Background: an optimization exercise with open tools, aiming at small area and a short achievable clock period. Do not read the settings as production practice.

==> module mod_fold, before the edit <==
module mod_fold(input [31:0] a, output [22:0] s);
wire [3:0] t0_sel = a[31:28];
wire [19:0] t0 =
    ({20{t0_sel == 4'd1}} & 20'd635539) |
    ({20{t0_sel == 4'd2}} & 20'd36977) |
    ({20{t0_sel == 4'd3}} & 20'd672516) |
    ({20{t0_sel == 4'd4}} & 20'd73954) |
    ({20{t0_sel == 4'd5}} & 20'd709493) |
    ({20{t0_sel == 4'd6}} & 20'd110931) |
    ({20{t0_sel == 4'd7}} & 20'd746470) |
    ({20{t0_sel == 4'd8}} & 20'd147908) |
    ({20{t0_sel == 4'd9}} & 20'd783447) |
    ({20{t0_sel == 4'd10}} & 20'd184885) |
    ({20{t0_sel == 4'd11}} & 20'd820424) |
    ({20{t0_sel == 4'd12}} & 20'd221862) |
    ({20{t0_sel == 4'd13}} & 20'd857401) |
    ({20{t0_sel == 4'd14}} & 20'd258839) |
    ({20{t0_sel == 4'd15}} & 20'd894378);
wire [2:0] t1_sel = a[27:25];
wire [20:0] t1 =
    ({21{t1_sel == 3'd1}} & 21'd233705) |
    ({21{t1_sel == 3'd2}} & 21'd467410) |
    ({21{t1_sel == 3'd3}} & 21'd701115) |
    ({21{t1_sel == 3'd4}} & 21'd934820) |
    ({21{t1_sel == 3'd5}} & 21'd1168525) |
    ({21{t1_sel == 3'd6}} & 21'd168129) |
    ({21{t1_sel == 3'd7}} & 21'd401834);
wire [2:0] t2_sel = a[24:22];
wire [20:0] t2 =
    ({21{t2_sel == 3'd1}} & 21'd492001) |
    ({21{t2_sel == 3'd2}} & 21'd984002) |
    ({21{t2_sel == 3'd3}} & 21'd241902) |
    ({21{t2_sel == 3'd4}} & 21'd733903) |
    ({21{t2_sel == 3'd5}} & 21'd1225904) |
    ({21{t2_sel == 3'd6}} & 21'd483804) |
    ({21{t2_sel == 3'd7}} & 21'd975805);
assign s = a[21:0] + t0 + t1 + t2;
endmodule
==> flow/config.mk <==
export PLATFORM = sky130hd
export DESIGN_NAME = mod_reg
export DESIGN_NICKNAME = mod_reg
export VERILOG_FILES = /design/flow/design.v
export SDC_FILE = /design/flow/constraint.sdc
export NUM_CORES = 4
export LEC_CHECK = 0
export CAP_MARGIN = 20
export CORE_MARGIN = 2
export CORE_UTILIZATION = 40
export SLEW_MARGIN = 20
==> flow/constraint.sdc <==
create_clock -name core_clock -period 28.0 [get_ports {clk}]
set_input_delay 5.6000 -clock core_clock [delete_from_list [all_inputs] [get_ports {clk}]]
set_output_delay 5.6000 -clock core_clock [all_outputs]
set_load 0.01 [all_outputs]
standard.sh (not shown) runs the stock make flow with config.mk's settings and CLKGATE_MAP_FILE= SYNTH_SCRIPT=/design/flow/synth_recipe.tcl, a recipe that flattens the netlist after the stock synthesis.
==> flow/flow/run.sh <==
#!/bin/bash
# The standard layout (standard.sh, the ORFS flow) with these changes:
#  - synthesis maps with flow/abc.script (flow/synth.tcl is synth_recipe.tcl with abc's script swapped);
#  - ports are buffered with buf_1 instead of the flow's default pick;
#  - any extra ORFS make variables listed in flow/knobs.txt (one per line).
# The make output goes to flow.log; each ORFS step keeps its own log under orfs/logs/.
set -euo pipefail
W=$PWD
sed -e "s#SYNTH_SCRIPT=[^ ]*#SYNTH_SCRIPT=$W/flow/synth.tcl#" standard.sh > my_standard.sh
export MY_ABC_SCRIPT=$W/flow/abc.script
EXTRA=()
if [[ -f flow/knobs.txt ]]; then
  while IFS= read -r line; do [[ -n "$line" ]] && EXTRA+=("$line"); done < flow/knobs.txt
fi
bash my_standard.sh "BUFFER_PORTS_ARGS=-buffer_cell sky130_fd_sc_hd__buf_1" "${EXTRA[@]}" finish > flow.log 2>&1
==> flow/flow/abc.script <==
strash
&get -n
&fraig -x
&put
scorr
dc2
dretime
strash
&get -n
&dch -f
&nf {D}
&put
buffer
upsize {D}
dnsize {D}
stime -p
==> flow/flow/synth.tcl <==
# synth_recipe.tcl with one change: abc maps with flow/abc.script (area-recovering
# mapping) instead of ORFS's speed script. Everything else is the standard synthesis.
proc synth {args} { yosys synth -nofsm -noshare {*}$args }
proc abc {args} {
  set i [lsearch -exact $args -script]
  if {$i >= 0} { lset args [expr {$i + 1}] $::env(MY_ABC_SCRIPT) }
  set i [lsearch -exact $args -D]
  if {$i >= 0} { set args [lreplace $args $i [expr {$i + 1}]] }
  if {[info exists ::env(MY_ABC_D)]} { lappend args -D $::env(MY_ABC_D) }
  yosys abc {*}$args
}
source $::env(SCRIPTS_DIR)/synth.tcl
# left out here: clear keep_hierarchy, flatten, clean up, hide names made inside functions, write 1_2_yosys.v
Edit:
--- a/flow/design.v
+++ b/flow/design.v
@@ -13,31 +13,39 @@
     ({20{t0_sel == 4'd10}} & 20'd184885) |
     ({20{t0_sel == 4'd11}} & 20'd820424) |
     ({20{t0_sel == 4'd12}} & 20'd221862) |
     ({20{t0_sel == 4'd13}} & 20'd857401) |
     ({20{t0_sel == 4'd14}} & 20'd258839) |
     ({20{t0_sel == 4'd15}} & 20'd894378);
-wire [2:0] t1_sel = a[27:25];
+wire [3:0] t1_sel = a[27:24];
 wire [20:0] t1 =
-    ({21{t1_sel == 3'd1}} & 21'd233705) |
-    ({21{t1_sel == 3'd2}} & 21'd467410) |
-    ({21{t1_sel == 3'd3}} & 21'd701115) |
-    ({21{t1_sel == 3'd4}} & 21'd934820) |
-    ({21{t1_sel == 3'd5}} & 21'd1168525) |
-    ({21{t1_sel == 3'd6}} & 21'd168129) |
-    ({21{t1_sel == 3'd7}} & 21'd401834);
-wire [2:0] t2_sel = a[24:22];
+    ({21{t1_sel == 4'd1}} & 21'd733903) |
+    ({21{t1_sel == 4'd2}} & 21'd233705) |
+    ({21{t1_sel == 4'd3}} & 21'd967608) |
+    ({21{t1_sel == 4'd4}} & 21'd467410) |
+    ({21{t1_sel == 4'd5}} & 21'd1201313) |
+    ({21{t1_sel == 4'd6}} & 21'd701115) |
+    ({21{t1_sel == 4'd7}} & 21'd200917) |
+    ({21{t1_sel == 4'd8}} & 21'd934820) |
+    ({21{t1_sel == 4'd9}} & 21'd434622) |
+    ({21{t1_sel == 4'd10}} & 21'd1168525) |
+    ({21{t1_sel == 4'd11}} & 21'd668327) |
+    ({21{t1_sel == 4'd12}} & 21'd168129) |
+    ({21{t1_sel == 4'd13}} & 21'd902032) |
+    ({21{t1_sel == 4'd14}} & 21'd401834) |
+    ({21{t1_sel == 4'd15}} & 21'd1135737);
+wire [2:0] t2_sel = a[23:21];
 wire [20:0] t2 =
-    ({21{t2_sel == 3'd1}} & 21'd492001) |
-    ({21{t2_sel == 3'd2}} & 21'd984002) |
-    ({21{t2_sel == 3'd3}} & 21'd241902) |
-    ({21{t2_sel == 3'd4}} & 21'd733903) |
-    ({21{t2_sel == 3'd5}} & 21'd1225904) |
-    ({21{t2_sel == 3'd6}} & 21'd483804) |
-    ({21{t2_sel == 3'd7}} & 21'd975805);
-assign s = a[21:0] + t0 + t1 + t2;
+    ({21{t2_sel == 3'd1}} & 21'd863051) |
+    ({21{t2_sel == 3'd2}} & 21'd492001) |
+    ({21{t2_sel == 3'd3}} & 21'd120951) |
+    ({21{t2_sel == 3'd4}} & 21'd984002) |
+    ({21{t2_sel == 3'd5}} & 21'd612952) |
+    ({21{t2_sel == 3'd6}} & 21'd241902) |
+    ({21{t2_sel == 3'd7}} & 21'd1104953);
+assign s = a[20:0] + t0 + t1 + t2;
 endmodule
 module mod_top(input [22:0] s, output [21:0] x);
 wire [2:0] k_sel = s[22:20];
 wire [20:0] k =
     ({21{k_sel == 3'd1}} & 21'd1048576) |
     ({21{k_sel == 3'd2}} & 21'd863051) |
Effect: Via count went up by 11%. Worst hold slack is better by 250 ps. Count of clock-buffer cells in the layout drops by 1. Utilization drops by 0.47 points. Design area grows by 4.5%. Worst setup slack is worse by 270 ps. Sequential cell count does not change. First-iteration DRC count rises by about 90%. Fmax shrinks by about 2.4%.
Function was not checked in any run of this note: the RTL went through the layout flow alone.

## re-timing with driven ports
How much do the figures lean on ideal ports? The routed layouts below were timed once more, with nothing changed but the port constraints. Step 1 (the two cells are an assumption about what drives the block):
set clk [get_ports {clk}]
set_driving_cell -lib_cell sky130_fd_sc_hd__clkbuf_16 $clk
set_driving_cell -lib_cell sky130_fd_sc_hd__buf_2 [delete_from_list [all_inputs] $clk]
Step 2 moves the port delays by t, midway between the first and last clock arrival at a register: inputs arrive t later, outputs are due t later. That takes back most of the time a late clock gives input paths. a / b / c = no drivers / after step 1 / after step 2; a / b = the first two.
| run | t, ns | slack for setup (ns) | hold WS [ns] | clock arrival spread, ns | pins driven straight from the clock port |
|---|---|---|---|---|---|
| the first run | 0.276 | 16.821 / 16.794 / 16.725 | 5.719 / 5.716 / 5.992 | 0.002 / 0.001 | 1 |
| the second run | 0.280 | 16.551 / 16.553 / 16.272 | 5.965 / 5.962 / 6.243 | 0.005 / 0.005 | 1 |
After both steps setup and hold are still met in every run listed. For the second run, which loses most, drivers alone change the setup slack by +0.002 ns; drivers and shift together by -0.279 ns.
